This is an optimization exercise on Yosys and OpenROAD, whose aim is small area, not a production implementation.
Only simulation tests tie the RTL to the original design; equivalence was not proved.
No activity file was given, so power comes from the tool's default toggle rates.

## flow/flow/run.sh

```bash
#!/bin/bash
set -euo pipefail
export MY_WORK="$PWD"
export MY_ABC_SCRIPT="$PWD/flow/abc_area.script"
export MY_ABC_D=6500
export BUFFER_PORTS_ARGS="-buffer_cell sky130_fd_sc_hd__buf_1"
sed "s#SYNTH_SCRIPT=[^ ]*#SYNTH_SCRIPT=$PWD/flow/synth.tcl#" standard.sh > my_standard.sh
bash my_standard.sh > flow_make.log 2>&1
```

## flow/flow/abc_area.script

```
strash
&get -n
&deepsyn -T 30
&put
&get -n
&dch -f
&nf -R 1000
&put
```

## flow/flow/synth.tcl

```tcl
# synth_recipe.tcl (the standard synthesis) with ABC's mapping script and delay target replaced.
proc abc {args} {
  set out {}
  set skip 0
  foreach a $args {
    if {$skip} { set skip 0; continue }
    if {$a eq "-script" || $a eq "-D"} { set skip 1; continue }
    lappend out $a
  }
  set out [linsert $out 0 -script $::env(MY_ABC_SCRIPT)]
  lappend out -D $::env(MY_ABC_D)
  puts "abc override: $out"
  yosys abc {*}$out
}
source $::env(MY_WORK)/synth_recipe.tcl
```

## flow/standard.sh

```bash
#!/bin/bash
# synth_recipe.tcl (not shown) runs the flow's synth.tcl, then flattens the netlist and writes it again
# the make line also repeats each setting of config.mk as NAME=value (left out here)
make -C /OpenROAD-flow-scripts/flow DESIGN_CONFIG=/design/flow/config.mk WORK_HOME=/design/flow/orfs CLKGATE_MAP_FILE= SYNTH_SCRIPT=/design/flow/synth_recipe.tcl "${@:-finish}"
```

## flow/config.mk

```make
export PLATFORM = sky130hd
export DESIGN_NAME = DMAC
export DESIGN_NICKNAME = DMAC
export VERILOG_FILES = /design/flow/design.v
export SDC_FILE = /design/flow/constraint.sdc
export NUM_CORES = 4
export LEC_CHECK = 0
export CAP_MARGIN = 20
export CORE_MARGIN = 2
export CORE_UTILIZATION = 40
export CTS_BUF_LIST = sky130_fd_sc_hd__clkbuf_8
export SLEW_MARGIN = 20
```

## flow/constraint.sdc

```tcl
create_clock -name core_clock -period 6.5 [get_ports {AXI_ACLK}]
set_input_delay 1.3000 -clock core_clock [delete_from_list [all_inputs] [get_ports {AXI_ACLK}]]
set_output_delay 1.3000 -clock core_clock [all_outputs]
set_load 0.01 [all_outputs]
```

## flow/design.v

```verilog
module axi_master_write (
    input              clk,
    input              rstn,
    input              cmd_fire,
    input      [31:10] cmd_addr,
    input      [9:0]   c_addr,
    input              fired,
    input      [13:0]  q_init,
    input              c_incr,
    input      [7:0]   c_rm1,
    input              c_rz,
    output             cmd_ready,
    output             cmd_abort,
    output     [31:0]  AWADDR,
    output     [7:0]   AWLEN,
    output             AWVALID,
    input              AWREADY,
    output     [31:0]  WDATA,
    output     [3:0]   WSTRB,
    output             WLAST,
    output             WVALID,
    input              WREADY,
    input      [1:0]   BRESP,
    input              BVALID,
    output             BREADY
);
reg        busy;
reg        first;
reg        phantom_start;
reg        abort_pending;
reg        none_left;
reg [13:0] q;
reg [31:10] awaddr;
reg        awvalid;
reg        wvalid;
reg        wlast;
reg        wstrb;
reg        bready;
reg [9:0]  wdata;
reg [8:0]  beats_cnt;
wire awfire     = awvalid && AWREADY;
wire wfire      = wvalid && WREADY;
wire bfire      = BVALID && bready;
wire last_wfire = wlast && wfire;
wire aw_pending = awvalid && !AWREADY;
wire w_pending  = wvalid && !WREADY;
wire q_zero = (q == 14'd0);
wire [7:0] len_m1 = q_zero ? c_rm1 : (c_incr ? (first ? ~c_addr[9:2] : 8'hff) : 8'd15);
wire start_burst = busy && !abort_pending && !none_left && !awvalid && !fired
                && !(wvalid && !(wlast && WREADY));
wire complete = busy && ((last_wfire && none_left) || (abort_pending && !wvalid && !awvalid));
always @(posedge clk) begin
    if (!rstn)
        busy <= 1'b0;
    else if (cmd_fire)
        busy <= 1'b1;
    else if (complete)
        busy <= 1'b0;
end
always @(posedge clk) begin
    phantom_start <= busy && start_burst;
end
always @(posedge clk) begin
    if (!busy)
        abort_pending <= 1'b0;
    else if (bfire && BRESP[1])
        abort_pending <= 1'b1;
end
always @(posedge clk) begin
    if (cmd_fire)
        none_left <= 1'b0;
    else if (phantom_start)
        none_left <= q_zero || ((q == 14'd1) && c_rz);
    else if (abort_pending)
        none_left <= 1'b1;
end
always @(posedge clk) begin
    if (cmd_fire)
        q <= q_init;
    else if (awfire)
        q <= q - 14'd1;
end
always @(posedge clk) begin
    if (!busy)
        awaddr <= cmd_addr;
    else if (awfire && c_incr)
        awaddr <= awaddr + 22'd1;
end
always @(posedge clk) begin
    if (cmd_fire)
        first <= 1'b1;
    else if (awfire)
        first <= 1'b0;
end
always @(posedge clk) begin
    if (!rstn)
        awvalid <= 1'b0;
    else if (!aw_pending)
        awvalid <= start_burst;
end
always @(posedge clk) begin
    if (!rstn)
        wvalid <= 1'b0;
    else if (!w_pending) begin
        if (last_wfire)
            wvalid <= 1'b0;
        if (start_burst)
            wvalid <= 1'b1;
    end
end
wire [8:0] cnt_step = phantom_start ? {1'b0, len_m1} : {9{wfire}};
wire       cnt_cin  = phantom_start && !wfire;
always @(posedge clk) begin
    if (!rstn)
        beats_cnt <= 9'b0;
    else
        beats_cnt <= beats_cnt + cnt_step + {8'b0, cnt_cin};
end
always @(posedge clk) begin
    if (!rstn)
        wdata <= 10'b0;
    else if (wfire)
        wdata <= wlast ? 10'b0 : wdata + 10'd1;
end
always @(posedge clk) begin
    if (!w_pending) begin
        if (start_burst)
            wlast <= (len_m1 == 8'd0);
        else if (phantom_start)
            wlast <= (len_m1 == 8'd1);
        else
            wlast <= (beats_cnt == 9'd2);
    end
end
always @(posedge clk) begin
    if (!w_pending)
        wstrb <= !abort_pending;
end
always @(posedge clk) begin
    if (!rstn)
        bready <= 1'b0;
    else if (last_wfire)
        bready <= 1'b1;
    else if (bfire)
        bready <= 1'b0;
end
assign cmd_ready = !busy && !abort_pending;
assign cmd_abort = abort_pending;
assign AWADDR  = {awaddr, (first || !c_incr) ? c_addr[9:2] : 8'b0, first ? c_addr[1:0] : 2'b0};
assign AWLEN   = len_m1;
assign AWVALID = awvalid;
assign WDATA   = {22'b0, wdata};
assign WSTRB   = {4{wstrb}};
assign WLAST   = wlast;
assign WVALID  = wvalid;
assign BREADY  = bready;
endmodule
module axi_master_read (
    input              clk,
    input              rstn,
    input              cmd_fire,
    input      [31:10] cmd_addr,
    input      [9:0]   c_addr,
    input              fired,
    input      [13:0]  q_init,
    input              c_incr,
    input      [7:0]   c_rm1,
    input              c_rz,
    output             cmd_ready,
    output             cmd_abort,
    output     [31:0]  ARADDR,
    output     [7:0]   ARLEN,
    output             ARVALID,
    input              ARREADY,
    input              RLAST,
    input      [1:0]   RRESP,
    input              RVALID,
    output             RREADY
);
reg        busy;
reg        first;
reg        phantom_start;
reg        abort_pending;
reg        none_left;
reg [13:0] q;
reg [31:10] araddr;
reg        arvalid;
reg        rready;
reg [7:0]  outstanding;    
wire arfire     = arvalid && ARREADY;
wire rfire      = RVALID && rready;
wire last_rfire = RLAST && rfire;
wire ar_pending = arvalid && !ARREADY;
wire q_zero = (q == 14'd0);
wire [7:0] len_m1 = q_zero ? c_rm1 : (c_incr ? (first ? ~c_addr[9:2] : 8'hff) : 8'd15);
wire start_burst = busy && !abort_pending && !none_left && !arvalid && !fired;
wire complete = busy && !fired && !phantom_start && none_left
             && ((outstanding == 8'd0) || (last_rfire && (outstanding == 8'd1)));
always @(posedge clk) begin
    if (!rstn)
        busy <= 1'b0;
    else if (cmd_fire)
        busy <= 1'b1;
    else if (complete)
        busy <= 1'b0;
end
always @(posedge clk) begin
    phantom_start <= busy && start_burst;
end
always @(posedge clk) begin
    if (!rstn)
        outstanding <= 8'd0;
    else if (phantom_start && !last_rfire)
        outstanding <= outstanding + 8'd1;
    else if (last_rfire && !phantom_start)
        outstanding <= outstanding - 8'd1;
end
always @(posedge clk) begin
    if (!busy)
        abort_pending <= 1'b0;
    else if (rfire && RRESP[1])
        abort_pending <= 1'b1;
end
always @(posedge clk) begin
    if (cmd_fire)
        none_left <= 1'b0;
    else if (phantom_start)
        none_left <= q_zero || ((q == 14'd1) && c_rz);
    else if (abort_pending)
        none_left <= 1'b1;
end
always @(posedge clk) begin
    if (cmd_fire)
        q <= q_init;
    else if (arfire)
        q <= q - 14'd1;
end
always @(posedge clk) begin
    if (!busy)
        araddr <= cmd_addr;
    else if (arfire && c_incr)
        araddr <= araddr + 22'd1;
end
always @(posedge clk) begin
    if (cmd_fire)
        first <= 1'b1;
    else if (arfire)
        first <= 1'b0;
end
always @(posedge clk) begin
    if (!rstn)
        arvalid <= 1'b0;
    else if (!ar_pending)
        arvalid <= start_burst;
end
always @(posedge clk) begin
    if (!rstn)
        rready <= 1'b0;
    else if (arfire)
        rready <= 1'b1;
    else if (complete)
        rready <= 1'b0;
end
assign cmd_ready = !busy && !abort_pending;
assign cmd_abort = abort_pending;
assign ARADDR  = {araddr, (first || !c_incr) ? c_addr[9:2] : 8'b0, first ? c_addr[1:0] : 2'b0};
assign ARLEN   = len_m1;
assign ARVALID = arvalid;
assign RREADY  = rready;
endmodule
module DMAC #(
    parameter AXI_ID_WD   = 2,
    parameter AXI_DATA_WD = 32,
    parameter AXI_ADDR_WD = 32,
    parameter AXI_STRB_WD = 4
)(
    input                      AXI_ACLK,
    input                      AXI_ARESETN,
    input                      cmd_valid,
    input  [AXI_ADDR_WD-1 : 0] cmd_addr,
    input  [AXI_ID_WD-1   : 0] cmd_id,
    input  [1 : 0]             cmd_burst,
    input  [2 : 0]             cmd_size,
    input  [AXI_ADDR_WD-1 : 0] cmd_len,
    output                     cmd_ready,
    output                     cmd_abort,
    output [AXI_ADDR_WD-1 : 0] AXI_AWADDR,
    output [AXI_ID_WD-1   : 0] AXI_AWID,
    output [1 : 0]             AXI_AWBURST,
    output [2 : 0]             AXI_AWSIZE,
    output [7 : 0]             AXI_AWLEN,
    output                     AXI_AWVALID,
    input                      AXI_AWREADY,
    output [AXI_DATA_WD-1 : 0] AXI_WDATA,
    output [AXI_STRB_WD-1 : 0] AXI_WSTRB,
    output                     AXI_WLAST,
    output                     AXI_WVALID,
    input                      AXI_WREADY,
    input  [AXI_ID_WD-1   : 0] AXI_BID,
    input  [1 : 0]             AXI_BRESP,
    input                      AXI_BVALID,
    output                     AXI_BREADY,
    output [AXI_ADDR_WD-1 : 0] AXI_ARADDR,
    output [AXI_ID_WD-1   : 0] AXI_ARID,
    output [1 : 0]             AXI_ARBURST,
    output [2 : 0]             AXI_ARSIZE,
    output [7 : 0]             AXI_ARLEN,
    output                     AXI_ARVALID,
    input                      AXI_ARREADY,
    input  [AXI_DATA_WD-1 : 0] AXI_RDATA,
    input                      AXI_RLAST,
    input  [AXI_ID_WD-1   : 0] AXI_RID,
    input  [1 : 0]             AXI_RRESP,
    input                      AXI_RVALID,
    output                     AXI_RREADY
);
wire w_cmd_ready, r_cmd_ready;
wire w_cmd_abort, r_cmd_abort;
assign cmd_ready = w_cmd_ready && r_cmd_ready;
assign cmd_abort = w_cmd_abort || r_cmd_abort;
wire cmd_fire = cmd_valid && cmd_ready;
wire [17:0] cmd_beats = cmd_len[19:2];
wire [7:0]  cmd_off   = cmd_addr[9:2];
wire        cmd_incr  = (cmd_burst == 2'b01);
wire [18:0] cmd_end   = {1'b0, cmd_beats} + {11'b0, cmd_off};
wire        cmd_cross = |cmd_end[18:8];
wire [13:0] q_init   = cmd_incr ? {3'b0, cmd_end[18:8]} : cmd_beats[17:4];
wire [7:0]  r_init   = cmd_incr ? (cmd_cross ? cmd_end[7:0] : cmd_beats[7:0])
                                : {4'b0, cmd_beats[3:0]};
wire [7:0]  rm1_init = r_init - 8'd1;
reg [1:0] c_id;
reg [1:0] c_burst;
reg [2:0] c_size;
reg [7:0] c_rm1;      
reg [9:0] c_addr;     
reg       fired;      
always @(posedge AXI_ACLK) begin
    if (cmd_fire) begin
        c_id    <= cmd_id;
        c_burst <= cmd_burst;
        c_size  <= cmd_size;
        c_rm1   <= rm1_init;
        c_addr  <= cmd_addr[9:0];
    end
end
always @(posedge AXI_ACLK) begin
    fired <= cmd_fire;
end
wire c_incr = (c_burst == 2'b01);
wire c_rz   = &c_rm1;
assign AXI_AWID    = c_id;
assign AXI_AWBURST = c_burst;
assign AXI_AWSIZE  = c_size;
assign AXI_ARID    = c_id;
assign AXI_ARBURST = c_burst;
assign AXI_ARSIZE  = c_size;
axi_master_write axi_master_write (
    .clk       (AXI_ACLK),
    .rstn      (AXI_ARESETN),
    .cmd_fire  (cmd_fire),
    .cmd_addr  (cmd_addr[31:10]),
    .c_addr    (c_addr),
    .fired     (fired),
    .q_init    (q_init),
    .c_incr    (c_incr),
    .c_rm1     (c_rm1),
    .c_rz      (c_rz),
    .cmd_ready (w_cmd_ready),
    .cmd_abort (w_cmd_abort),
    .AWADDR    (AXI_AWADDR),
    .AWLEN     (AXI_AWLEN),
    .AWVALID   (AXI_AWVALID),
    .AWREADY   (AXI_AWREADY),
    .WDATA     (AXI_WDATA),
    .WSTRB     (AXI_WSTRB),
    .WLAST     (AXI_WLAST),
    .WVALID    (AXI_WVALID),
    .WREADY    (AXI_WREADY),
    .BRESP     (AXI_BRESP),
    .BVALID    (AXI_BVALID),
    .BREADY    (AXI_BREADY)
);
axi_master_read axi_master_read (
    .clk       (AXI_ACLK),
    .rstn      (AXI_ARESETN),
    .cmd_fire  (cmd_fire),
    .cmd_addr  (cmd_addr[31:10]),
    .c_addr    (c_addr),
    .fired     (fired),
    .q_init    (q_init),
    .c_incr    (c_incr),
    .c_rm1     (c_rm1),
    .c_rz      (c_rz),
    .cmd_ready (r_cmd_ready),
    .cmd_abort (r_cmd_abort),
    .ARADDR    (AXI_ARADDR),
    .ARLEN     (AXI_ARLEN),
    .ARVALID   (AXI_ARVALID),
    .ARREADY   (AXI_ARREADY),
    .RLAST     (AXI_RLAST),
    .RRESP     (AXI_RRESP),
    .RVALID    (AXI_RVALID),
    .RREADY    (AXI_RREADY)
);
endmodule
```

==> flow_summary.json, run 1 <==
{
  "finalHoldViolCount": 0,
  "synthCells": 843,
  "worst_hold_slack_ns": 0.456,
  "setup_violations": 0,
  "crit_top_cell": "sky130_fd_sc_hd__nand2b_1",
  "synth-warning-count": 3,
  "layout.filler_cells": 2008,
  "rsz0062_at_grt": "no",
  "antenna_cells": 0,
  "cts_max_level": 4,
  "clk_latency_ns": 0.45,
  "design.portCount": 258,
  "wire_length_of_the_first_global_routing_pass_mm": 32.8,
  "drc": 0,
  "drt_first_iter_violations": 390,
  "crit_required_ns": 6.70,
  "final.period_utilization_pct": 81.4,
  "number_of_antenna_violations_at_the_first_check_in_global_routing": 0,
  "post_cts_resized": 0,
  "wl_per_cell_um": 15.1,
  "worst_rel_slew_slack_pct": 48.7,
  "ys.flop_type": "sky130_fd_sc_hd__edfxtp_1",
  "critical_path.slowest_cell": "sky130_fd_sc_hd__nor2_1",
  "clk_pin_slew_worst_paths_ns": 0.08,
  "synthesized_cell_area_mm2": 0.00812,
  "cts.sinks": 142,
  "hold_path_class": "flip-flop to flip-flop",
  "floorplan.initialDensity_pct": 40.4,
  "area_delta_synth_final_pct": 16.0,
  "synth_edf_count": 99,
  "power_density_mw_per_mm2": 261,
  "worst_path_fanout_max": 11,
  "dr_total_vias": 6877,
  "grt.total_usage_pct": 19.0,
  "register_area_mm2": 0.00383,
  "detailedPlace.worstSlack_ns": 0.712,
  "ir_drop_mv": 0.132,
  "yosys.cell_types.count": 46,
  "final.setup.tns_ns": 0,
  "grt_remaining_overflow": 0,
  "grt_start_max_net_pins": 48,
  "highest_count_cells_in_the_layout_ignoring_fill_and_taps": "183 x sky130_fd_sc_hd__buf_1, 99 x sky130_fd_sc_hd__edfxtp_1, 88 x sky130_fd_sc_hd__a21oi_1",
  "routabilityCongestion": 0.812,
  "die_height_um": 147,
  "multi_input_area_mm2": 0.00401,
  "most_common_library_cell_in_the_layout_ignoring_fill_and_taps": "sky130_fd_sc_hd__buf_1",
  "first_global_vias": 6551,
  "timing_max_transition_violations_final": 0,
  "holdBufCountCts": 0,
  "final_critical_path_setup_slack_ns": 1.21,
  "async_flop_share_pct": 0,
  "detail_route.wirelength_mm": 20.0,
  "cts_buffers": 17,
  "run_status": "timing/DRC/antenna clean",
  "drt.antenna.violating_nets": 0,
  "cts.root.buffer_cell": "sky130_fd_sc_hd__clkbuf_8",
  "critical_path.startpoint_type": "input pin",
  "rows": 52,
  "dr.pass1.iters": 5,
  "post_route_cells_drive_above_1_share_pct": 3.61,
  "leakagePower_nw": 3.39,
  "cpPeakStageDelay_ns": 0.56,
  "final_net_count": 1190,
  "worst_slew_pin_slew_ns": 0.762,
  "numPortBuffers": 183,
  "tritoncts": "built",
  "fmaxAchievable_mhz": 189,
  "maxCapViolCount": 0,
  "dieArea_mm2": 0.0215,
  "path_class": "input pin to flip-flop",
  "type_of_element_capturing_the_critical_path": "flip-flop",
  "core_mm2": 0.0201,
  "synth_seq_cells": 142,
  "ys_seq_area_share_pct": 47.2,
  "synthesis.area_per_instance_um2": 9.64,
  "dp_hpwl_mm": 15.2,
  "die_w_um": 147,
  "final.setup_skew_ns": 0.0111,
  "clock_tree.buffer_depth": 2,
  "route.detailed.vias_per_inst": 5.20,
  "post-cts-setup-buffers": 0,
  "ordered_cell_list_for_the_critical_path": "buf_1 -> ha_1 -> clkinv_1 -> fa_1 -> nor2b_1 -> o21ai_0 -> nand2b_1 -> a21oi_1 -> o21bai_1 -> a21o_1 -> a21o_1 -> and2_0 -> nand2_1 -> xor2_1 -> nand4_1 -> nor4b_1 -> nor2_1 -> mux2i_1 -> nand3_1 -> nand2b_1 -> nand2b_1 -> nand2b_1 -> nor2b_1 -> xnor2_1",
  "cp_data_arrival_time_ns": 5.49,
  "finalWorstPathRequiredPeriod_ns": 5.29,
  "timing.reg2reg.setup_slack_ns": 1.95
}
## area by class of cell
class / count / share of cell area (%)
multi-input cells: 654 / 42.5
flip-flops and latches: 142 / 40.7
repair buffers: 189 / 7.77
well taps: 270 / 3.59
clock buffers: 17 / 2.48
clock inverters: 15 / 1.57
inverters: 35 / 1.39
## state kept, by name, summed over array words and instances, names as in the netlist, 2 cells and up
register                     cells
c_rm1                            8
axi_master_write.wdata          10
axi_master_read.q               14
c_id                             2
axi_master_read.outstanding      8
axi_master_write.awaddr         22
c_size                           3
axi_master_read.araddr          22
c_burst                          2
c_addr                          10
axi_master_write.beats_cnt       9
axi_master_write.q              14
## Yosys cell counts, types with 2 or more instances
library cell | number | share of area (%)
sky130_fd_sc_hd__edfxtp_1 | 99 | 37
sky130_fd_sc_hd__a21oi_1 | 88 | 5.4
sky130_fd_sc_hd__nand2_1 | 66 | 3.0
sky130_fd_sc_hd__nor2_1 | 66 | 3.0
sky130_fd_sc_hd__o21ai_0 | 65 | 4.0
sky130_fd_sc_hd__dfxtp_1 | 43 | 11
sky130_fd_sc_hd__clkinv_1 | 35 | 1.6
sky130_fd_sc_hd__buf_4 | 33 | 3.0
sky130_fd_sc_hd__xnor2_1 | 33 | 3.6
sky130_fd_sc_hd__xor2_1 | 29 | 3.1
sky130_fd_sc_hd__ha_1 | 28 | 4.3
sky130_fd_sc_hd__nor3_1 | 27 | 1.7
sky130_fd_sc_hd__and2_0 | 26 | 2.0
sky130_fd_sc_hd__a21o_1 | 24 | 2.2
sky130_fd_sc_hd__and3_1 | 22 | 1.7
sky130_fd_sc_hd__nand4_1 | 18 | 1.4
sky130_fd_sc_hd__o21a_1 | 18 | 1.7
sky130_fd_sc_hd__o31ai_1 | 14 | 1.3
sky130_fd_sc_hd__a31oi_1 | 13 | 1.0
sky130_fd_sc_hd__nand2b_1 | 13 | 1.0
sky130_fd_sc_hd__nand3_1 | 11 | 0.68
sky130_fd_sc_hd__nor2b_1 | 10 | 0.77
sky130_fd_sc_hd__nor4_1 | 9 | 0.69
sky130_fd_sc_hd__a21boi_0 | 6 | 0.55
sky130_fd_sc_hd__and4_1 | 6 | 0.65
sky130_fd_sc_hd__a22oi_1 | 5 | 0.46
sky130_fd_sc_hd__o21bai_1 | 5 | 0.46
sky130_fd_sc_hd__or2_0 | 5 | 0.39
sky130_fd_sc_hd__fa_1 | 3 | 0.74
sky130_fd_sc_hd__nand3b_1 | 3 | 0.28
sky130_fd_sc_hd__mux2_1 | 2 | 0.28
sky130_fd_sc_hd__nor4b_1 | 2 | 0.22
sky130_fd_sc_hd__or3_1 | 2 | 0.15
sky130_fd_sc_hd__or4_1 | 2 | 0.18
## final timing paths
kind,cells after the start,endpoint,start
min,1,axi_master_read.outstanding[7],axi_master_read.outstanding[7]
max reg2reg,21,axi_master_write.beats_cnt[8],axi_master_write.q[4]
min reg2reg,1,axi_master_read.outstanding[7],axi_master_read.outstanding[7]
max,24,c_rm1[7],cmd_addr[2]
## worst max-delay path: cells and delay by family
family | cells | cell delay (ns)
fa+ha+maj | 2 | 0.55
simple gates | 12 | 2.13
mux | 1 | 0.44
buf+inv | 2 | 0.18
compound gates | 5 | 0.65
xor+xnor | 2 | 0.23
## cells by family after synthesis
| kind of cell | Yosys count | synth area share (%) |
|---|---|---|
| multiplexers | 3 | 0.400 |
| AND/OR/NAND/NOR | 291 | 18.2 |
| flip-flops | 142 | 47.2 |
| XOR/XNOR | 62 | 6.68 |
| adder cells (fa/ha/maj) | 31 | 5.05 |
| buffers and inverters | 68 | 4.67 |
| AO/OA/AOI/OAI | 245 | 17.8 |
| other | 1 | 0.0462 |
## layer usage
layer | global-route usage, % | wire (µm) | vias up
met5 | 0 | 0 | -
met1 | 26.4 | 9590 | 3185
li1 | - | - | 3440
met3 | 4.53 | 1360 | 23
met2 | 28.9 | 8760 | 229
met4 | 6.75 | 306 | 0
## through the flow
stage / utilization, % / std cells / total power [mW] / cell area, µm²
4_1_cts: 46.9 / 1322 / 2.48 / 9420
2_1_floorplan: - / 864 / 1.60 / 8200
5_1_grt: 46.9 / 1322 / 2.61 / 9420
3_3_place_gp: 44.9 / 1290 / 1.76 / 9030
6_report: 46.9 / 1322 / 2.46 / 9420
3_5_place_dp: 45.0 / 1290 / 1.78 / 9040
## report_power, final
group	switching, mW	internal (mW)
registers	0.121	1.12
clock network	0.358	0.339
logic	0.317	0.202
==> run 2: changes to the inputs <==
--- a/flow/flow/run.sh
+++ b/flow/flow/run.sh
@@ -6,2 +6,5 @@
 export BUFFER_PORTS_ARGS="-buffer_cell sky130_fd_sc_hd__buf_1"
+# clock tree: the standard arguments, without dummy loads
+export CTS_ARGS="-sink_clustering_enable -repair_clock_nets -dont_use_dummy_load -buf_list sky130_fd_sc_hd__clkbuf_8"
+if [[ -f flow/env.sh ]]; then source flow/env.sh; fi
 sed "s#SYNTH_SCRIPT=[^ ]*#SYNTH_SCRIPT=$PWD/flow/synth.tcl#" standard.sh > my_standard.sh
--- a/flow/config.mk
+++ b/flow/config.mk
@@ -10,3 +10,2 @@
 export CORE_UTILIZATION = 40
-export CTS_BUF_LIST = sky130_fd_sc_hd__clkbuf_8
 export SLEW_MARGIN = 20
==> run 2 against run 1 <==
- worst setup slack lost 0.021 ns
- synthesized area stayed put
- final area decreased by 1.6%
- sequential power hardly changed
- synthesized cell count is the same
- largest power group unchanged
- critical path depth unchanged
- global-route usage decreased by 0.087 points
- core utilization shrank 0.73 points
- sequential cell count did not move
- sequential share of layout area up 0.65 points
==> flow_summary.json, run 2 <==
{
  "drt.antenna.violating_nets": 0,
  "synth_top_cells_by_area": "sky130_fd_sc_hd__edfxtp_1 37%, sky130_fd_sc_hd__dfxtp_1 11%, sky130_fd_sc_hd__a21oi_1 5.4%",
  "critical_path.startpoint_type": "input pin",
  "ir_drop_mv": 0.135,
  "dr.pass1.iters": 7,
  "crit_top_cell": "sky130_fd_sc_hd__nand2b_1",
  "final.period_utilization_pct": 81.7,
  "wire_length_of_the_first_global_routing_pass_mm": 32.6,
  "synth-warning-count": 3,
  "post-cts-setup-buffers": 0,
  "routabilityCongestion": 0.812,
  "synth_largest_type_area_fraction_pct": 36.6,
  "clk_latency_ns": 0.46,
  "async_flop_share_pct": 0,
  "detail_route.wirelength_mm": 19.9,
  "clock_power_share_pct": 23.0,
  "drt_first_iter_violations": 392,
  "clk_pin_slew_worst_paths_ns": 0.08,
  "numPortBuffers": 183,
  "finalHoldViolCount": 0,
  "path_class": "input pin to flip-flop",
  "switching_share_pct": 32.1,
  "number_of_antenna_violations_at_the_first_check_in_global_routing": 0,
  "drc": 0,
  "dieArea_mm2": 0.0215,
  "worst_rel_slew_slack_pct": 48.4,
  "final_net_count": 1190,
  "detailedPlace.worstSlack_ns": 0.712,
  "yosys.cell_types.count": 46,
  "maxCapViolCount": 0,
  "worst_path_fanout_max": 11,
  "design.portCount": 258,
  "cpPeakStageDelay_ns": 0.57,
  "tritoncts": "built",
  "fmaxAchievable_mhz": 188,
  "final_critical_path_setup_slack_ns": 1.19,
  "core_mm2": 0.0201,
  "rsz0062_at_grt": "no",
  "cts.sinks": 142,
  "netlist_top_cells_count": "99 x sky130_fd_sc_hd__edfxtp_1, 88 x sky130_fd_sc_hd__a21oi_1, 66 x sky130_fd_sc_hd__nand2_1, 66 x sky130_fd_sc_hd__nor2_1, 65 x sky130_fd_sc_hd__o21ai_0",
  "dp_hpwl_mm": 15.2,
  "dr_total_vias": 6844,
  "most_common_library_cell_in_the_layout_ignoring_fill_and_taps": "sky130_fd_sc_hd__buf_1",
  "yosys.area.top_type": "sky130_fd_sc_hd__edfxtp_1",
  "clock_tree.buffer_depth": 2,
  "route.detailed.vias_per_inst": 5.24,
  "timing_max_transition_violations_final": 0,
  "grt.total_usage_pct": 18.9,
  "seq_power_share_pct": 54.3,
  "share_comb_of_total_power_pct": 22.7,
  "die_height_um": 147,
  "synth_seq_cells": 142,
  "final.setup.tns_ns": 0,
  "p_int_mw": 1.55,
  "type_of_element_capturing_the_critical_path": "flip-flop",
  "grt_start_max_net_pins": 48,
  "cts.root.buffer_cell": "sky130_fd_sc_hd__clkbuf_8",
  "post_cts_resized": 0,
  "yosysMostFrequentCell": "sky130_fd_sc_hd__edfxtp_1",
  "synthesized_cell_area_mm2": 0.00812,
  "setup_violations": 0,
  "post_route_cells_drive_above_1_share_pct": 2.41,
  "area_delta_synth_final_pct": 14.2,
  "cts_max_level": 4,
  "die_w_um": 147,
  "crit_required_ns": 6.70,
  "grt_remaining_overflow": 0,
  "hold_path_class": "flip-flop to flip-flop",
  "cts_buffers": 17,
  "final.setup_skew_ns": 0.0223,
  "floorplan.initialDensity_pct": 40.4,
  "finalWorstPathRequiredPeriod_ns": 5.31,
  "synthCells": 843,
  "ordered_cell_list_for_the_critical_path": "buf_1 -> ha_1 -> clkinv_1 -> fa_1 -> nor2b_1 -> o21ai_0 -> nand2b_1 -> a21oi_1 -> o21bai_1 -> a21o_1 -> a21o_1 -> and2_0 -> nand2_1 -> xor2_1 -> nand4_1 -> nor4b_1 -> nor2_1 -> mux2i_1 -> nand3_1 -> nand2b_1 -> nand2b_1 -> nand2b_1 -> nor2b_1 -> xnor2_1",
  "highest_count_cells_in_the_layout_ignoring_fill_and_taps": "183 x sky130_fd_sc_hd__buf_1, 99 x sky130_fd_sc_hd__edfxtp_1, 88 x sky130_fd_sc_hd__a21oi_1",
  "p_sw_mw": 0.733,
  "power_density_mw_per_mm2": 247,
  "worst_hold_slack_ns": 0.455,
  "run_status": "timing/DRC/antenna clean",
  "wl_per_cell_um": 15.3,
  "synthesis.area_per_instance_um2": 9.64,
  "synth_edf_count": 99,
  "cp_data_arrival_time_ns": 5.51,
  "critical_path.slowest_cell": "sky130_fd_sc_hd__nor2_1",
  "holdBufCountCts": 0,
  "ys_seq_area_share_pct": 47.2,
  "biggestRegsByFlops": "axi_master_read.araddr: 22 flops, axi_master_write.awaddr: 22 flops",
  "worst_slew_pin_slew_ns": 0.767,
  "first_global_vias": 6471,
  "leakagePower_nw": 3.33,
  "antenna_cells": 0,
  "rows": 52,
  "ys.flop_type": "sky130_fd_sc_hd__edfxtp_1"
}
[run 2: final timing paths]
kind	start	to	slack [ns]	cells past startpoint
min	axi_master_read.outstanding[7]	axi_master_read.outstanding[7]	0.45	1
max reg2reg	axi_master_write.q[4]	axi_master_write.beats_cnt[8]	1.89	21
min reg2reg	axi_master_read.outstanding[7]	axi_master_read.outstanding[7]	0.45	1
max	cmd_addr[2]	c_rm1[7]	1.19	24
[run 2: cell type report]
| type | instances | area (µm²) |
|---|---|---|
| fillers | 2015 | 10800 |
| multi-input cells | 654 | 4010 |
| flip-flops and latches | 142 | 3830 |
| repair buffers | 189 | 732 |
| well taps | 270 | 338 |
| clock buffers | 17 | 234 |
| inverters | 35 | 131 |
[run 2: worst max-delay path: cells and delay by family]
kind / cells / cell delay [ns]
XOR/XNOR: 2 / 0.23
AND/OR/NAND/NOR: 12 / 2.14
adder cells (fa/ha/maj): 2 / 0.55
multiplexers: 1 / 0.44
AO/OA/AOI/OAI: 5 / 0.65
buffers and inverters: 2 / 0.19
[run 2: logic make-up (layout without fill, tap and decap cells)]
| logic type | Yosys count | count (layout) | share of synthesized area [%] |
|---|---|---|---|
| AO/OA/AOI/OAI | 245 | 245 | 17.8 |
| XOR/XNOR | 62 | 62 | 6.68 |
| multiplexers | 3 | 3 | 0.400 |
| AND/OR/NAND/NOR | 291 | 291 | 18.2 |
| buffers and inverters | 68 | 241 | 4.67 |
| adder cells (fa/ha/maj) | 31 | 31 | 5.05 |
| other | 1 | 22 | 0.0462 |
| flip-flops | 142 | 142 | 47.2 |
[run 2: layer usage]
| metal | global-route usage [%] | routed length (µm) | up-vias |
|---|---|---|---|
| met4 | 5.87 | 342 | 0 |
| met5 | 0 | 0 | - |
| li1 | - | - | 3430 |
| met3 | 5.09 | 1470 | 25 |
| met2 | 28.6 | 8600 | 239 |
| met1 | 26.4 | 9520 | 3150 |
[run 2: metrics by stage]
step	area [µm²]	cells	power [mW]	util (%)
global placement	9030	1290	1.76	44.9
detailed placement	9040	1290	1.78	45.0
CTS	9270	1307	2.31	46.1
global route	9270	1307	2.43	46.1
finish	9270	1307	2.29	46.1
floorplan	8200	864	1.60	-
[run 2: power by group through the flow]
stage	clock network (mW)	registers (mW)	logic, mW
2_1_floorplan	0	1.27	0.333
3_3_place_gp	0	1.26	0.510
3_5_place_dp	0	1.26	0.519
4_1_cts	0.547	1.24	0.523
5_1_grt	0.581	1.26	0.590
6_report	0.526	1.24	0.519
==> run 3: changes to the inputs <==
--- a/flow/design.v
+++ b/flow/design.v
@@ -4,3 +4,4 @@
     input              cmd_fire,
-    input      [31:10] cmd_addr,
+    input      [20:10] cmd_addr,
+    input      [31:21] c_hi,
     input      [9:0]   c_addr,
@@ -32,3 +33,4 @@
 reg [13:0] q;
-reg [31:10] awaddr;
+reg [20:10] awaddr;
+reg        awwrap;      
 reg        awvalid;
@@ -86,3 +88,9 @@
     else if (awfire && c_incr)
-        awaddr <= awaddr + 22'd1;
+        awaddr <= awaddr + 11'd1;
+end
+always @(posedge clk) begin
+    if (!busy)
+        awwrap <= 1'b0;
+    else if (awfire && c_incr && (&awaddr))
+        awwrap <= 1'b1;
 end
@@ -148,3 +156,3 @@
 assign cmd_abort = abort_pending;
-assign AWADDR  = {awaddr, (first || !c_incr) ? c_addr[9:2] : 8'b0, first ? c_addr[1:0] : 2'b0};
+assign AWADDR  = {c_hi + {10'b0, awwrap}, awaddr, (first || !c_incr) ? c_addr[9:2] : 8'b0, first ? c_addr[1:0] : 2'b0};
 assign AWLEN   = len_m1;
@@ -161,3 +169,4 @@
     input              cmd_fire,
-    input      [31:10] cmd_addr,
+    input      [20:10] cmd_addr,
+    input      [31:21] c_hi,
     input      [9:0]   c_addr,
@@ -185,3 +194,4 @@
 reg [13:0] q;
-reg [31:10] araddr;
+reg [20:10] araddr;
+reg        arwrap;      
 reg        arvalid;
@@ -241,3 +251,9 @@
     else if (arfire && c_incr)
-        araddr <= araddr + 22'd1;
+        araddr <= araddr + 11'd1;
+end
+always @(posedge clk) begin
+    if (!busy)
+        arwrap <= 1'b0;
+    else if (arfire && c_incr && (&araddr))
+        arwrap <= 1'b1;
 end
@@ -265,3 +281,3 @@
 assign cmd_abort = abort_pending;
-assign ARADDR  = {araddr, (first || !c_incr) ? c_addr[9:2] : 8'b0, first ? c_addr[1:0] : 2'b0};
+assign ARADDR  = {c_hi + {10'b0, arwrap}, araddr, (first || !c_incr) ? c_addr[9:2] : 8'b0, first ? c_addr[1:0] : 2'b0};
 assign ARLEN   = len_m1;
@@ -336,2 +352,3 @@
 reg       fired;      
+reg [10:0] c_hi;      
 always @(posedge AXI_ACLK) begin
@@ -343,2 +360,3 @@
         c_addr  <= cmd_addr[9:0];
+        c_hi    <= cmd_addr[31:21];
     end
@@ -360,3 +378,4 @@
     .cmd_fire  (cmd_fire),
-    .cmd_addr  (cmd_addr[31:10]),
+    .cmd_addr  (cmd_addr[20:10]),
+    .c_hi      (c_hi),
     .c_addr    (c_addr),
@@ -386,3 +405,4 @@
     .cmd_fire  (cmd_fire),
-    .cmd_addr  (cmd_addr[31:10]),
+    .cmd_addr  (cmd_addr[20:10]),
+    .c_hi      (c_hi),
     .c_addr    (c_addr),
--- a/flow/config.mk
+++ b/flow/config.mk
@@ -9,3 +9,4 @@
 export CORE_MARGIN = 2
-export CORE_UTILIZATION = 40
+export CORE_UTILIZATION = 65
+export PLACE_DENSITY = 0.75
 export SLEW_MARGIN = 20
==> run 3 against run 2 <==
- largest cell class unchanged
- register-to-register slack improved by 0.13 ns
- global-route usage increased by 8.8 points
- synthesized cell count decreased by 8.4%
- count of clock-buffer cells in the layout unchanged
- core utilization increased by 29 points
- largest power group unchanged
- critical path type unchanged
- final cell count decreased by 15%
- die area decreased by 42%
==> flow_summary.json, run 3 <==
{
  "run_status": "timing/DRC/antenna clean",
  "synth.area.mux_share_pct": 0.726,
  "yosysMostFrequentCell": "sky130_fd_sc_hd__edfxtp_1",
  "type_of_element_capturing_the_critical_path": "flip-flop",
  "synth_compound_gate_area_share_pct": 17.4,
  "yosys.cell_types.count": 47,
  "cts_buffers": 17,
  "ys.flop_type": "sky130_fd_sc_hd__edfxtp_1",
  "clk_pin_slew_worst_paths_ns": 0.07,
  "synth-warning-count": 3,
  "post_route_cells_drive_above_1_share_pct": 2.28,
  "grt.total_usage_pct": 27.7,
  "floorplan.initialDensity_pct": 66.4,
  "cts.root.buffer_cell": "sky130_fd_sc_hd__clkbuf_8",
  "crit_required_ns": 6.67,
  "synth_top_cells_by_area": "sky130_fd_sc_hd__edfxtp_1 35%, sky130_fd_sc_hd__dfxtp_1 12%, sky130_fd_sc_hd__ha_1 5.4%",
  "timing.reg2reg.setup_slack_ns": 2.02,
  "leakagePower_nw": 3.18,
  "post_cts_resized": 0,
  "finalHoldViolCount": 0,
  "biggestRegsByFlops": "axi_master_read.q: 14 flops, axi_master_write.q: 14 flops",
  "grt_start_max_net_pins": 31,
  "tritoncts": "built",
  "finalWorstPathRequiredPeriod_ns": 4.79,
  "worst_slew_pin_slew_ns": 0.820,
  "fmaxAchievable_mhz": 209,
  "drt.antenna.violating_nets": 0,
  "core_mm2": 0.0114,
  "number_of_antenna_violations_at_the_first_check_in_global_routing": 0,
  "fin_util_pct": 74.9,
  "clk_latency_ns": 0.44,
  "antenna_cells": 0,
  "cts_max_level": 4,
  "dp_hpwl_mm": 13.6,
  "worst_rel_slew_slack_pct": 45.2,
  "netlist_top_cells_count": "88 x sky130_fd_sc_hd__edfxtp_1, 73 x sky130_fd_sc_hd__a21oi_1, 61 x sky130_fd_sc_hd__nand2_1",
  "die_height_um": 112,
  "final.period_utilization_pct": 73.7,
  "path_class": "input pin to flip-flop",
  "async_flop_share_pct": 0,
  "synth_top_family_by_area": "simple AND/OR/NAND/NOR gates",
  "critical_path.startpoint_type": "input pin",
  "routabilityCongestion": 0.931,
  "detail_route.wirelength_mm": 17.5,
  "final_cell_area_mm2": 0.00855,
  "wl_per_cell_um": 15.8,
  "synthCells": 772,
  "post-cts-setup-buffers": 0,
  "hold_path_class": "flip-flop to flip-flop",
  "power_density_mw_per_mm2": 246,
  "setup_violations": 0,
  "post_synth_fa_ha_maj_area_fraction_pct": 6.24,
  "route.detailed.vias_per_inst": 5.98,
  "die_w_um": 112,
  "final.setup.tns_ns": 0,
  "cp_data_arrival_time_ns": 4.96,
  "worst_path_fanout_max": 11,
  "maxCapViolCount": 0,
  "dr_total_vias": 6624,
  "design.portCount": 258,
  "most_common_library_cell_in_the_layout_ignoring_fill_and_taps": "sky130_fd_sc_hd__buf_1",
  "place_area_mm2": 0.00831,
  "synthesized_cell_area_mm2": 0.00758,
  "cts.sinks": 133,
  "highest_count_cells_in_the_layout_ignoring_fill_and_taps": "183 x sky130_fd_sc_hd__buf_1, 88 x sky130_fd_sc_hd__edfxtp_1, 73 x sky130_fd_sc_hd__a21oi_1",
  "first_global_vias": 6030,
  "yosys.area.top_type": "sky130_fd_sc_hd__edfxtp_1",
  "ys_seq_area_share_pct": 46.7,
  "numPortBuffers": 183,
  "grt_remaining_overflow": 0,
  "area_delta_synth_final_pct": 12.8,
  "synth-simple-area-share_pct": 18.7,
  "clock_tree.buffer_depth": 2,
  "ir_drop_mv": 0.190,
  "drc": 0,
  "dr.pass1.iters": 5,
  "holdBufCountCts": 0,
  "synthesis.area_per_instance_um2": 9.82,
  "drt_first_iter_violations": 453,
  "synth_edf_count": 88,
  "dieArea_mm2": 0.0125,
  "synth_seq_cells": 133,
  "synth_largest_type_area_fraction_pct": 34.9,
  "yosys.area_share.xor_xnor_pct": 5.78,
  "worst_hold_slack_ns": 0.465,
  "rows": 39,
  "final.setup_skew_ns": 0.0190,
  "wire_length_of_the_first_global_routing_pass_mm": 28.2,
  "rsz0062_at_grt": "no",
  "final_net_count": 1123,
  "timing_max_transition_violations_final": 0
}
==> run 3: cell count changes in the layout (fill, tap and decap cells not counted), moves of 7 or more <==
cell and change:
sky130_fd_sc_hd__nor2_1 -15, sky130_fd_sc_hd__a21oi_1 -15, sky130_fd_sc_hd__o21ai_0 -7, sky130_fd_sc_hd__clkinv_1 -13, sky130_fd_sc_hd__and4_1 +8, sky130_fd_sc_hd__edfxtp_1 -11, sky130_fd_sc_hd__xor2_1 -7
==> run 3: logic make-up after synthesis <==
family,count (synthesis)
fa+ha+maj,36
buf+inv,55
other cells,1
xor+xnor,50
compound gates,221
simple gates,271
mux,5
flops,133
==> run 3: critical path, stage by stage <==
cell	delay [ns]
sky130_fd_sc_hd__buf_1	0.09
sky130_fd_sc_hd__ha_1	0.21
sky130_fd_sc_hd__clkinv_1	0.06
sky130_fd_sc_hd__fa_1	0.17
sky130_fd_sc_hd__nor2b_1	0.06
sky130_fd_sc_hd__o21ai_0	0.16
sky130_fd_sc_hd__nand2b_1	0.10
sky130_fd_sc_hd__a21oi_1	0.15
sky130_fd_sc_hd__o21bai_1	0.10
sky130_fd_sc_hd__a21o_1	0.20
sky130_fd_sc_hd__a21o_1	0.18
sky130_fd_sc_hd__and2_0	0.18
sky130_fd_sc_hd__nor2_1	0.21
sky130_fd_sc_hd__nor3_1	0.09
sky130_fd_sc_hd__nor2_1	0.49
sky130_fd_sc_hd__o21ai_0	0.18
sky130_fd_sc_hd__o21ai_0	0.24
sky130_fd_sc_hd__nand4_1	0.26
sky130_fd_sc_hd__nor4_1	0.41
sky130_fd_sc_hd__xnor2_1	0.12
==> run 3: path summary, 6_finish.rpt <==
| check | start | end | depth (start not counted) |
|---|---|---|---|
| max | cmd_addr[2] | c_rm1[7] | 20 |
| min | axi_master_write.wdata[9] | axi_master_write.wdata[9] | 1 |
| max reg2reg | axi_master_write.q[4] | axi_master_write.beats_cnt[8] | 18 |
| min reg2reg | axi_master_write.wdata[9] | axi_master_write.wdata[9] | 1 |
==> run 3: final cells by class <==
class	count	area, µm²
multi-input combinational	605	3780
clock buffer	17	234
inverter	22	82.6
tap	143	179
sequential	133	3540
timing repair buffer	188	724
fill	858	2870
==> run 3: power breakdown <==
part	internal (mW)	switching, mW	total [mW]	leakage [nW]
Combinational	0.184	0.277	0.461	1.84
Sequential	1.03	0.111	1.14	1.22
Clock	0.229	0.266	0.495	0.122
==> run 3: metrics by stage <==
stage | cells | power [mW] | setup slack, ns
6_report | 1108 | 2.10 | 1.71
5_1_grt | 1108 | 2.20 | 1.38
4_1_cts | 1108 | 2.10 | 1.75
3_5_place_dp | 1091 | 1.62 | 1.30
3_3_place_gp | 1091 | 1.59 | 1.44
2_1_floorplan | 793 | 1.46 | 1.93
==> run 3: per-layer routing <==
metal | vias up | share of wire (%) | global-route usage [%]
met5 | - | 0 | 0
met3 | 30 | 6.5 | 6.42
li1 | 3202 | - | -
met2 | 266 | 50 | 46.9
met1 | 3126 | 42 | 35.3
met4 | 0 | 1.7 | 9.19
==> run 4: changes to the inputs <==
==> flow/flow/env.sh (new file) <==
export CTS_ARGS="-sink_clustering_enable -repair_clock_nets -dont_use_dummy_load -buf_list sky130_fd_sc_hd__clkbuf_8 -sink_clustering_size 30 -sink_clustering_max_diameter 150"
--- a/flow/config.mk
+++ b/flow/config.mk
@@ -9,4 +9,3 @@
 export CORE_MARGIN = 2
-export CORE_UTILIZATION = 65
-export PLACE_DENSITY = 0.75
+export CORE_UTILIZATION = 40
 export SLEW_MARGIN = 20
==> run 4 against run 3 <==
- still clean
- final cell count increased by 8.2%
- final area increased by 1.3%
- routed wire length increased by 10%
- register-to-register slack got worse by 0.12 ns
- critical path depth unchanged
- clock power increased by 3%
- clock skew increased by 0.011 ns
- largest cell class unchanged
==> flow_summary.json, run 4 <==
{
  "worst_path_fanout_max": 11,
  "floorplan.initialDensity_pct": 40.7,
  "die_w_um": 142,
  "p_int_mw": 1.45,
  "core_mm2": 0.0186,
  "post-cts-setup-buffers": 0,
  "cpPeakStageDelay_ns": 0.55,
  "drc": 0,
  "p_sw_mw": 0.669,
  "synth-warning-count": 3,
  "area_delta_synth_final_pct": 14.3,
  "number_of_antenna_violations_at_the_first_check_in_global_routing": 0,
  "ordered_cell_list_for_the_critical_path": "buf_1 -> ha_1 -> clkinv_1 -> fa_1 -> nor2b_1 -> o21ai_0 -> nand2b_1 -> a21oi_1 -> o21bai_1 -> a21o_1 -> a21o_1 -> nor2_1 -> nor2_1 -> nor3_1 -> nor2_1 -> o21ai_0 -> o21ai_0 -> nand4_1 -> nor4_1 -> xnor2_1",
  "wire_length_of_the_first_global_routing_pass_mm": 30.4,
  "rsz0062_at_grt": "no",
  "die_height_um": 142,
  "path_class": "input pin to flip-flop",
  "yosysMostFrequentCell": "sky130_fd_sc_hd__edfxtp_1",
  "ys_seq_area_share_pct": 46.7,
  "netlist_top_cells_count": "88 x sky130_fd_sc_hd__edfxtp_1, 73 x sky130_fd_sc_hd__a21oi_1, 61 x sky130_fd_sc_hd__nand2_1",
  "fmaxAchievable_mhz": 210,
  "final_net_count": 1123,
  "dieArea_mm2": 0.0201,
  "dr_total_vias": 6333,
  "type_of_element_capturing_the_critical_path": "flip-flop",
  "critical_path.startpoint_type": "input pin",
  "holdBufCountCts": 0,
  "worst_rel_slew_slack_pct": 37.0,
  "tritoncts": "built",
  "cts.sinks": 133,
  "dp_hpwl_mm": 14.9,
  "finalHoldViolCount": 0,
  "async_flop_share_pct": 0,
  "cts_buffers": 17,
  "crit_required_ns": 6.68,
  "yosys.cell_types.count": 47,
  "final.setup_skew_ns": 0.0299,
  "cts.root.buffer_cell": "sky130_fd_sc_hd__clkbuf_8",
  "routabilityCongestion": 0.824,
  "yosys.area.top_type": "sky130_fd_sc_hd__edfxtp_1",
  "post_cts_resized": 0,
  "grt_start_max_net_pins": 37,
  "first_global_vias": 5907,
  "most_common_library_cell_in_the_layout_ignoring_fill_and_taps": "sky130_fd_sc_hd__buf_1",
  "switching_share_pct": 31.6,
  "antenna_cells": 0,
  "setup_violations": 0,
  "synth_top_cells_by_area": "sky130_fd_sc_hd__edfxtp_1 35%, sky130_fd_sc_hd__dfxtp_1 12%, sky130_fd_sc_hd__ha_1 5.4%",
  "clock_tree.buffer_depth": 2,
  "clk_latency_ns": 0.44,
  "worst_slew_pin_slew_ns": 0.945,
  "drt.antenna.violating_nets": 0,
  "synthesized_cell_area_mm2": 0.00758,
  "synth_largest_type_area_fraction_pct": 34.9,
  "clk_pin_slew_worst_paths_ns": 0.08,
  "ir_drop_mv": 0.125,
  "synth_seq_cells": 133,
  "seq_power_share_pct": 53.7,
  "finalWorstPathRequiredPeriod_ns": 4.76,
  "route.detailed.vias_per_inst": 5.28,
  "ys.flop_type": "sky130_fd_sc_hd__edfxtp_1",
  "highest_count_cells_in_the_layout_ignoring_fill_and_taps": "183 x sky130_fd_sc_hd__buf_1, 88 x sky130_fd_sc_hd__edfxtp_1, 73 x sky130_fd_sc_hd__a21oi_1",
  "detail_route.wirelength_mm": 19.2,
  "hold_path_class": "flip-flop to flip-flop",
  "leakagePower_nw": 3.18,
  "design.portCount": 258,
  "synth_edf_count": 88,
  "drt_first_iter_violations": 326,
  "biggestRegsByFlops": "axi_master_read.q: 14 flops, axi_master_write.q: 14 flops",
  "cts_max_level": 4,
  "share_comb_of_total_power_pct": 22.2,
  "final.setup.tns_ns": 0,
  "cp_data_arrival_time_ns": 4.93,
  "dr.pass1.iters": 5,
  "power_density_mw_per_mm2": 244,
  "post_route_cells_drive_above_1_share_pct": 2.38,
  "timing_max_transition_violations_final": 0,
  "synthCells": 772,
  "run_status": "timing/DRC/antenna clean",
  "grt.total_usage_pct": 19.3,
  "worst_hold_slack_ns": 0.451,
  "maxCapViolCount": 0,
  "wl_per_cell_um": 16.1,
  "clock_power_share_pct": 24.1,
  "rows": 50,
  "synthesis.area_per_instance_um2": 9.82,
  "grt_remaining_overflow": 0,
  "numPortBuffers": 183,
  "final.period_utilization_pct": 73.2,
  "critical_path.slowest_cell": "sky130_fd_sc_hd__nor2_1"
}
==> run 4: cell counts after synthesis <==
No cell type changed its count.
==> run 4: final timing paths <==
| check | slack (ns) | endpoint | startpoint | cells past startpoint |
|---|---|---|---|---|
| setup / recovery | 1.74 | c_rm1[7] | cmd_len[2] | 20 |
| setup reg to reg | 1.90 | axi_master_write.beats_cnt[8] | axi_master_write.q[4] | 18 |
| hold / removal | 0.45 | axi_master_read.phantom_start | axi_master_read.none_left | 1 |
| hold reg to reg | 0.45 | axi_master_read.phantom_start | axi_master_read.none_left | 1 |
==> run 4: metrics by stage <==
stage	utilization, %	total power, mW	worst slack (ns)	instance area (µm²)	instances
after floorplan	-	1.46	1.93	7660	793
after global placement	45.2	1.61	1.30	8430	1182
after detailed placement	45.2	1.62	1.30	8430	1182
after CTS	46.5	2.14	1.76	8660	1199
after global routing	46.5	2.25	1.28	8660	1199
final	46.5	2.12	1.74	8660	1199
==> run 4: power by group through the flow <==
stage	Sequential (mW)	Clock, mW	Combinational (mW)
2_1_floorplan	1.15	0	0.315
3_3_place_gp	1.15	0	0.463
3_5_place_dp	1.15	0	0.470
4_1_cts	1.14	0.529	0.472
5_1_grt	1.15	0.562	0.531
6_report	1.14	0.511	0.469
==> run 4: worst max-delay path: cells and delay by family <==
family                   cells  cell delay, ns
XOR/XNOR                     1            0.12
AO/OA/AOI/OAI                7            1.04
AND/OR/NAND/NOR              8            1.69
buffers and inverters        2            0.20
adder cells (fa/ha/maj)      2            0.57
==> run 4: cells by family after synthesis <==
kind of cell             synth area share [%]
AO/OA/AOI/OAI                            17.4
XOR/XNOR                                 5.78
adder cells (fa/ha/maj)                  6.24
buffers and inverters                    4.36
flip-flops                               46.7
multiplexers                            0.726
other                                  0.0495
AND/OR/NAND/NOR                          18.7
==> run 4: per-layer routing <==
metal | global-route usage, % | vias to the layer above | part of all wire [%]
met2 | 31.3 | 191 | 46
met4 | 6.47 | 0 | 1.8
met1 | 26.4 | 2917 | 47
met3 | 3.31 | 25 | 5.0
li1 | - | 3200 | -
met5 | 0 | - | 0
==> run 4: cell type report <==
class / instances / area [µm²]
fill: 1877 / 9980
multi-input combinational: 605 / 3780
sequential: 133 / 3540
timing repair buffer: 188 / 724
tap: 234 / 293
clock buffer: 17 / 234
inverter: 22 / 82.6
==> run 5: changes to the inputs <==
==> flow/flow/env.sh (replaced) <==
export CTS_ARGS="-sink_clustering_enable -repair_clock_nets -dont_use_dummy_load -buf_list sky130_fd_sc_hd__clkbuf_8 -sink_clustering_size 30 -sink_clustering_max_diameter 150 -sink_clustering_levels 1"
==> run 5 against run 4 <==
- clock skew stayed put
- hold slack stayed put
- final area stayed put
- largest cell class unchanged
- count of clock-buffer cells in the layout stayed put
- still clean
- clock power hardly changed
- routed wire length stayed put
- worst setup slack stayed put
- sequential cell count stayed put
- sequential power hardly changed
- critical path type unchanged
==> flow_summary.json, run 5 <==
{
  "stdcell_count": 1199,
  "ordered_cell_list_for_the_critical_path": "buf_1 -> ha_1 -> clkinv_1 -> fa_1 -> nor2b_1 -> o21ai_0 -> nand2b_1 -> a21oi_1 -> o21bai_1 -> a21o_1 -> a21o_1 -> nor2_1 -> nor2_1 -> nor3_1 -> nor2_1 -> o21ai_0 -> o21ai_0 -> nand4_1 -> nor4_1 -> xnor2_1",
  "hold_path_startpoint": "axi_master_read.none_left",
  "cts_buffers": 17,
  "synth-warning-count": 3,
  "critical_path.startpoint_type": "input pin",
  "final.period_utilization_pct": 73.2,
  "synth_top_cells_by_area": "sky130_fd_sc_hd__edfxtp_1 35%, sky130_fd_sc_hd__dfxtp_1 12%, sky130_fd_sc_hd__ha_1 5.4%",
  "timing.rr.end": "axi_master_write.beats_cnt[8]",
  "dp.cells": 1182,
  "synth_seq_cells": 133,
  "detailedPlace.worstSlack_ns": 1.30,
  "setup_violations": 0,
  "yosys.cell_types.count": 47,
  "final_critical_path_setup_slack_ns": 1.74,
  "dieArea_mm2": 0.0201,
  "final_net_count": 1123,
  "maxCapViolCount": 0,
  "power_density_mw_per_mm2": 244,
  "floorplan.initialDensity_pct": 40.7,
  "type_of_element_capturing_the_critical_path": "flip-flop",
  "ys.flop_type": "sky130_fd_sc_hd__edfxtp_1",
  "post_route_cells_drive_above_1_share_pct": 2.38,
  "numPortBuffers": 183,
  "reg2regPathDepth": 18,
  "cts.root.buffer_cell": "sky130_fd_sc_hd__clkbuf_8",
  "routabilityCongestion": 0.824,
  "timing.reg2reg.setup_slack_ns": 1.90,
  "worst_hold_slack_ns": 0.451,
  "route.detailed.vias_per_inst": 5.28,
  "cp_data_arrival_time_ns": 4.93,
  "worst_rel_slew_slack_pct": 37.0,
  "place_area_mm2": 0.00843,
  "async_flop_share_pct": 0,
  "final_cell_area_mm2": 0.00866,
  "seq_power_share_pct": 53.7,
  "clock_power_share_pct": 24.1,
  "holdBufCountCts": 0,
  "detail_route.wirelength_mm": 19.2,
  "cts.sinks": 133,
  "grt_start_max_net_pins": 37,
  "grt.total_usage_pct": 19.3,
  "cts_max_level": 4,
  "post-cts-setup-buffers": 0,
  "yosysMostFrequentCell": "sky130_fd_sc_hd__edfxtp_1",
  "dr.pass1.iters": 5,
  "drt_first_iter_violations": 326,
  "p_int_mw": 1.45,
  "drc": 0,
  "hold_path_class": "flip-flop to flip-flop",
  "clock_tree.buffer_depth": 2,
  "switching_share_pct": 31.6,
  "synthesized_cell_area_mm2": 0.00758,
  "design.portCount": 258,
  "worst_slew_pin_slew_ns": 0.945,
  "first_global_vias": 5907,
  "worst_path_fanout_max": 11,
  "power_mw": 2.12,
  "synth_largest_type_area_fraction_pct": 34.9,
  "die_height_um": 142,
  "finalWorstPathRequiredPeriod_ns": 4.76,
  "grt_remaining_overflow": 0,
  "yosys.area.top_type": "sky130_fd_sc_hd__edfxtp_1",
  "ys_seq_area_share_pct": 46.7,
  "synthCells": 772,
  "leakagePower_nw": 3.18,
  "final.setup_skew_ns": 0.0299,
  "fin_util_pct": 46.5,
  "cpPeakStageDelay_ns": 0.55,
  "rsz0062_at_grt": "no",
  "most_common_library_cell_in_the_layout_ignoring_fill_and_taps": "sky130_fd_sc_hd__buf_1",
  "synthesis.area_per_instance_um2": 9.82,
  "area_delta_synth_final_pct": 14.3,
  "wl_per_cell_um": 16.1,
  "highest_count_cells_in_the_layout_ignoring_fill_and_taps": "183 x sky130_fd_sc_hd__buf_1, 88 x sky130_fd_sc_hd__edfxtp_1, 73 x sky130_fd_sc_hd__a21oi_1",
  "clk_latency_ns": 0.44,
  "final.setup.tns_ns": 0,
  "core_mm2": 0.0186,
  "dr_total_vias": 6333,
  "ir_drop_mv": 0.125,
  "share_comb_of_total_power_pct": 22.2,
  "timing_max_transition_violations_final": 0,
  "finalHoldViolCount": 0,
  "wire_length_of_the_first_global_routing_pass_mm": 30.4,
  "reg2reg_from": "axi_master_write.q[4]",
  "crit_required_ns": 6.68,
  "die_w_um": 142,
  "p_sw_mw": 0.669,
  "path_class": "input pin to flip-flop",
  "antenna_cells": 0,
  "tritoncts": "built",
  "fmaxAchievable_mhz": 210,
  "run_status": "timing/DRC/antenna clean",
  "biggestRegsByFlops": "axi_master_read.q: 14 flops, axi_master_write.q: 14 flops",
  "netlist_top_cells_count": "88 x sky130_fd_sc_hd__edfxtp_1, 73 x sky130_fd_sc_hd__a21oi_1, 61 x sky130_fd_sc_hd__nand2_1",
  "drt.antenna.violating_nets": 0,
  "worstHoldPathCells": 1,
  "clk_pin_slew_worst_paths_ns": 0.08,
  "dp_hpwl_mm": 14.9,
  "number_of_antenna_violations_at_the_first_check_in_global_routing": 0,
  "post_cts_resized": 0,
  "hold_path_end": "axi_master_read.phantom_start",
  "synth_edf_count": 88,
  "rows": 50,
  "critical_path.slowest_cell": "sky130_fd_sc_hd__nor2_1"
}
-- run 5: cell counts after synthesis --
Identical to the previous run, type by type.
-- run 5: critical path: cells and delay by family --
kind	cells	cell delay [ns]
AOI/OAI and AO/OA	7	1.04
and+or+nand+nor	8	1.69
xor gates and xnor gates	1	0.12
buffers and inverters	2	0.20
adders and majority gates	2	0.57
-- run 5: kinds of logic (layout without fill, tap and decap cells) --
kind of cell             count (synthesis)  count (layout)  share of synthesized area, %
flip-flops                             133             133                          46.7
adder cells (fa/ha/maj)                 36              36                          6.24
multiplexers                             5               5                         0.726
AND/OR/NAND/NOR                        271             271                          18.7
buffers and inverters                   55             227                          4.36
AO/OA/AOI/OAI                          221             221                          17.4
XOR/XNOR                                50              50                          5.78
other                                    1              22                        0.0495
-- run 5: power groups by stage --
| stage | registers (mW) | clock network [mW] | logic, mW |
|---|---|---|---|
| after floorplan | 1.15 | 0 | 0.315 |
| after global placement | 1.15 | 0 | 0.463 |
| after detailed placement | 1.15 | 0 | 0.470 |
| after CTS | 1.14 | 0.529 | 0.472 |
| after global routing | 1.15 | 0.562 | 0.531 |
| final | 1.14 | 0.511 | 0.469 |
-- run 5: cell type report --
type                    instances  area [µm²]
well taps                     234         293
flip-flops and latches        133        3540
inverters                      22        82.6
repair buffers                188         724
fillers                      1877        9980
clock buffers                  17         234
multi-input cells             605        3780
-- run 5: worst max path at each step --
stage / to / start / slack (ns)
finish: c_rm1[7] / cmd_len[2] / 1.74
global route: c_rm1[7] / cmd_len[2] / 1.28
CTS: c_rm1[7] / cmd_len[2] / 1.76
detailed placement: c_rm1[7] / cmd_len[2] / 1.30
global placement: c_rm1[7] / cmd_len[2] / 1.30
floorplan: c_rm1[6] / cmd_addr[2] / 1.93
-- run 5: routing by layer --
| layer | part of all wire, % | GRT usage, % |
|---|---|---|
| met5 | 0 | 0 |
| met3 | 5.0 | 3.31 |
| met4 | 1.8 | 6.47 |
| met1 | 47 | 26.4 |
| met2 | 46 | 31.3 |
==> run 6: changes to the inputs <==
==> flow/flow/env.sh (replaced) <==
export CTS_ARGS="-sink_clustering_enable -repair_clock_nets -dont_use_dummy_load -buf_list {sky130_fd_sc_hd__clkbuf_4 sky130_fd_sc_hd__clkbuf_8} -root_buf sky130_fd_sc_hd__clkbuf_8"
==> run 6 against run 5 <==
- highest routed layer unchanged
- sequential power barely moved
- final cell count did not move
- synthesized area unchanged
- count of clock-buffer cells in the layout unchanged
- non-clock buffer count did not move
- combinational power is essentially flat
- critical path depth unchanged
- routed wire length is the same
==> flow_summary.json, run 6 <==
{
  "clk_pin_slew_worst_paths_ns": 0.08,
  "wire_length_of_the_first_global_routing_pass_mm": 30.4,
  "grt.total_usage_pct": 19.3,
  "biggestRegsByFlops": "axi_master_read.q: 14 flops, axi_master_write.q: 14 flops",
  "path_class": "input pin to flip-flop",
  "post_cts_resized": 0,
  "clk_latency_ns": 0.44,
  "wl_per_cell_um": 16.1,
  "rows": 50,
  "setup_violations": 0,
  "synth_seq_cells": 133,
  "synthesized_cell_area_mm2": 0.00758,
  "type_of_element_capturing_the_critical_path": "flip-flop",
  "run_status": "timing/DRC/antenna clean",
  "core_mm2": 0.0186,
  "drt_first_iter_violations": 326,
  "drc": 0,
  "fin_util_pct": 46.5,
  "worst_rel_slew_slack_pct": 37.0,
  "synth_edf_count": 88,
  "cts_buffers": 17,
  "tritoncts": "built",
  "synthesis.area_per_instance_um2": 9.82,
  "numPortBuffers": 183,
  "antenna_cells": 0,
  "yosysMostFrequentCell": "sky130_fd_sc_hd__edfxtp_1",
  "highest_count_cells_in_the_layout_ignoring_fill_and_taps": "183 x sky130_fd_sc_hd__buf_1, 88 x sky130_fd_sc_hd__edfxtp_1, 73 x sky130_fd_sc_hd__a21oi_1",
  "power_mw": 2.12,
  "synthCells": 772,
  "area_delta_synth_final_pct": 14.3,
  "dieArea_mm2": 0.0201,
  "p_int_mw": 1.45,
  "switching_share_pct": 31.6,
  "die_height_um": 142,
  "cpPeakStageDelay_ns": 0.55,
  "netlist_top_cells_count": "88 x sky130_fd_sc_hd__edfxtp_1, 73 x sky130_fd_sc_hd__a21oi_1, 61 x sky130_fd_sc_hd__nand2_1",
  "final.setup.tns_ns": 0,
  "synth_largest_type_area_fraction_pct": 34.9,
  "yosys.cell_types.count": 47,
  "worst_slew_pin_slew_ns": 0.945,
  "routabilityCongestion": 0.824,
  "fmaxAchievable_mhz": 210,
  "synth_top_cells_by_area": "sky130_fd_sc_hd__edfxtp_1 35%, sky130_fd_sc_hd__dfxtp_1 12%, sky130_fd_sc_hd__ha_1 5.4%",
  "cts.sinks": 133,
  "drt.antenna.violating_nets": 0,
  "route.detailed.vias_per_inst": 5.28,
  "maxCapViolCount": 0,
  "cts.root.buffer_cell": "sky130_fd_sc_hd__clkbuf_8",
  "p_sw_mw": 0.669,
  "most_common_library_cell_in_the_layout_ignoring_fill_and_taps": "sky130_fd_sc_hd__buf_1",
  "final.setup_skew_ns": 0.0299,
  "synth-warning-count": 3,
  "ir_drop_mv": 0.125,
  "grt_start_max_net_pins": 37,
  "first_global_vias": 5907,
  "finalWorstPathRequiredPeriod_ns": 4.76,
  "final_net_count": 1123,
  "ordered_cell_list_for_the_critical_path": "buf_1 -> ha_1 -> clkinv_1 -> fa_1 -> nor2b_1 -> o21ai_0 -> nand2b_1 -> a21oi_1 -> o21bai_1 -> a21o_1 -> a21o_1 -> nor2_1 -> nor2_1 -> nor3_1 -> nor2_1 -> o21ai_0 -> o21ai_0 -> nand4_1 -> nor4_1 -> xnor2_1",
  "ys.flop_type": "sky130_fd_sc_hd__edfxtp_1",
  "design.portCount": 258,
  "share_comb_of_total_power_pct": 22.2,
  "cp_data_arrival_time_ns": 4.93,
  "final.period_utilization_pct": 73.2,
  "number_of_antenna_violations_at_the_first_check_in_global_routing": 0,
  "power_density_mw_per_mm2": 244,
  "cts_max_level": 4,
  "clock_tree.buffer_depth": 2,
  "clock_power_share_pct": 24.1,
  "worst_path_fanout_max": 11,
  "critical_path.slowest_cell": "sky130_fd_sc_hd__nor2_1",
  "grt_remaining_overflow": 0,
  "async_flop_share_pct": 0,
  "critical_path.startpoint_type": "input pin",
  "post_route_cells_drive_above_1_share_pct": 2.38,
  "hold_path_class": "flip-flop to flip-flop",
  "crit_required_ns": 6.68,
  "rsz0062_at_grt": "no",
  "dr_total_vias": 6333,
  "holdBufCountCts": 0,
  "timing_max_transition_violations_final": 0,
  "leakagePower_nw": 3.18,
  "ys_seq_area_share_pct": 46.7,
  "floorplan.initialDensity_pct": 40.7,
  "dr.pass1.iters": 5,
  "die_w_um": 142,
  "seq_power_share_pct": 53.7,
  "dp_hpwl_mm": 14.9,
  "post-cts-setup-buffers": 0,
  "yosys.area.top_type": "sky130_fd_sc_hd__edfxtp_1",
  "detail_route.wirelength_mm": 19.2,
  "finalHoldViolCount": 0
}
==> run 6: cell counts after synthesis <==
No cell type changed its count.
==> run 6: path summary, 6_finish.rpt <==
path,endpoint,depth (start not counted),slack (ns),startpoint
max,c_rm1[7],20,1.74,cmd_len[2]
min,axi_master_read.phantom_start,1,0.45,axi_master_read.none_left
max reg2reg,axi_master_write.beats_cnt[8],18,1.90,axi_master_write.q[4]
min reg2reg,axi_master_read.phantom_start,1,0.45,axi_master_read.none_left
==> run 6: critical path, delay by kind of cell <==
| kind | cells | cell delay (ns) |
|---|---|---|
| AND/OR/NAND/NOR | 8 | 1.69 |
| AO/OA/AOI/OAI | 7 | 1.04 |
| adder cells (fa/ha/maj) | 2 | 0.57 |
| XOR/XNOR | 1 | 0.12 |
| buffers and inverters | 2 | 0.20 |
==> run 6: cell type report <==
cell class	count	area, µm²
clock buffer	17	234
fill	1877	9980
inverter	22	82.6
multi-input combinational	605	3780
sequential	133	3540
tap	234	293
timing repair buffer	188	724
==> run 6: power by group through the flow <==
stage                     combinational [mW]  sequential [mW]  clock (mW)
after global placement                 0.463             1.15           0
after detailed placement               0.470             1.15           0
after floorplan                        0.315             1.15           0
after global routing                   0.531             1.15       0.562
after CTS                              0.472             1.14       0.529
final                                  0.469             1.14       0.511
==> run 6: cell families after synthesis <==
kind of cell / after synthesis / synth area share (%)
flip-flops: 133 / 46.7
AO/OA/AOI/OAI: 221 / 17.4
multiplexers: 5 / 0.726
buffers and inverters: 55 / 4.36
other: 1 / 0.0495
adder cells (fa/ha/maj): 36 / 6.24
XOR/XNOR: 50 / 5.78
AND/OR/NAND/NOR: 271 / 18.7
==> run 6: per-stage QoR <==
stage                     instance area (µm²)  cells  setup slack [ns]  hold WS (ns)
final                                    8660   1199              1.74         0.451
after global placement                   8430   1182              1.30         0.442
after detailed placement                 8430   1182              1.30         0.453
after floorplan                          7660    793              1.93         0.425
after CTS                                8660   1199              1.76         0.446
after global routing                     8660   1199              1.28         0.468
==> run 6: metal layers <==
layer | GRT usage, % | routed length (µm) | vias to the layer above | part of all wire (%)
li1 | - | - | 3200 | -
met1 | 26.4 | 9080 | 2917 | 47
met2 | 31.3 | 8850 | 191 | 46
met3 | 3.31 | 961 | 25 | 5.0
met4 | 6.47 | 348 | 0 | 1.8
met5 | 0 | 0 | - | 0

Check on run 6: ideal ports give 1.742 ns setup slack; a clkbuf_16 on the clock port and buf_2 on the inputs give 1.756 ns; moving port delays by the midpoint clock arrival (0.467 ns) as well gives 1.289 ns.
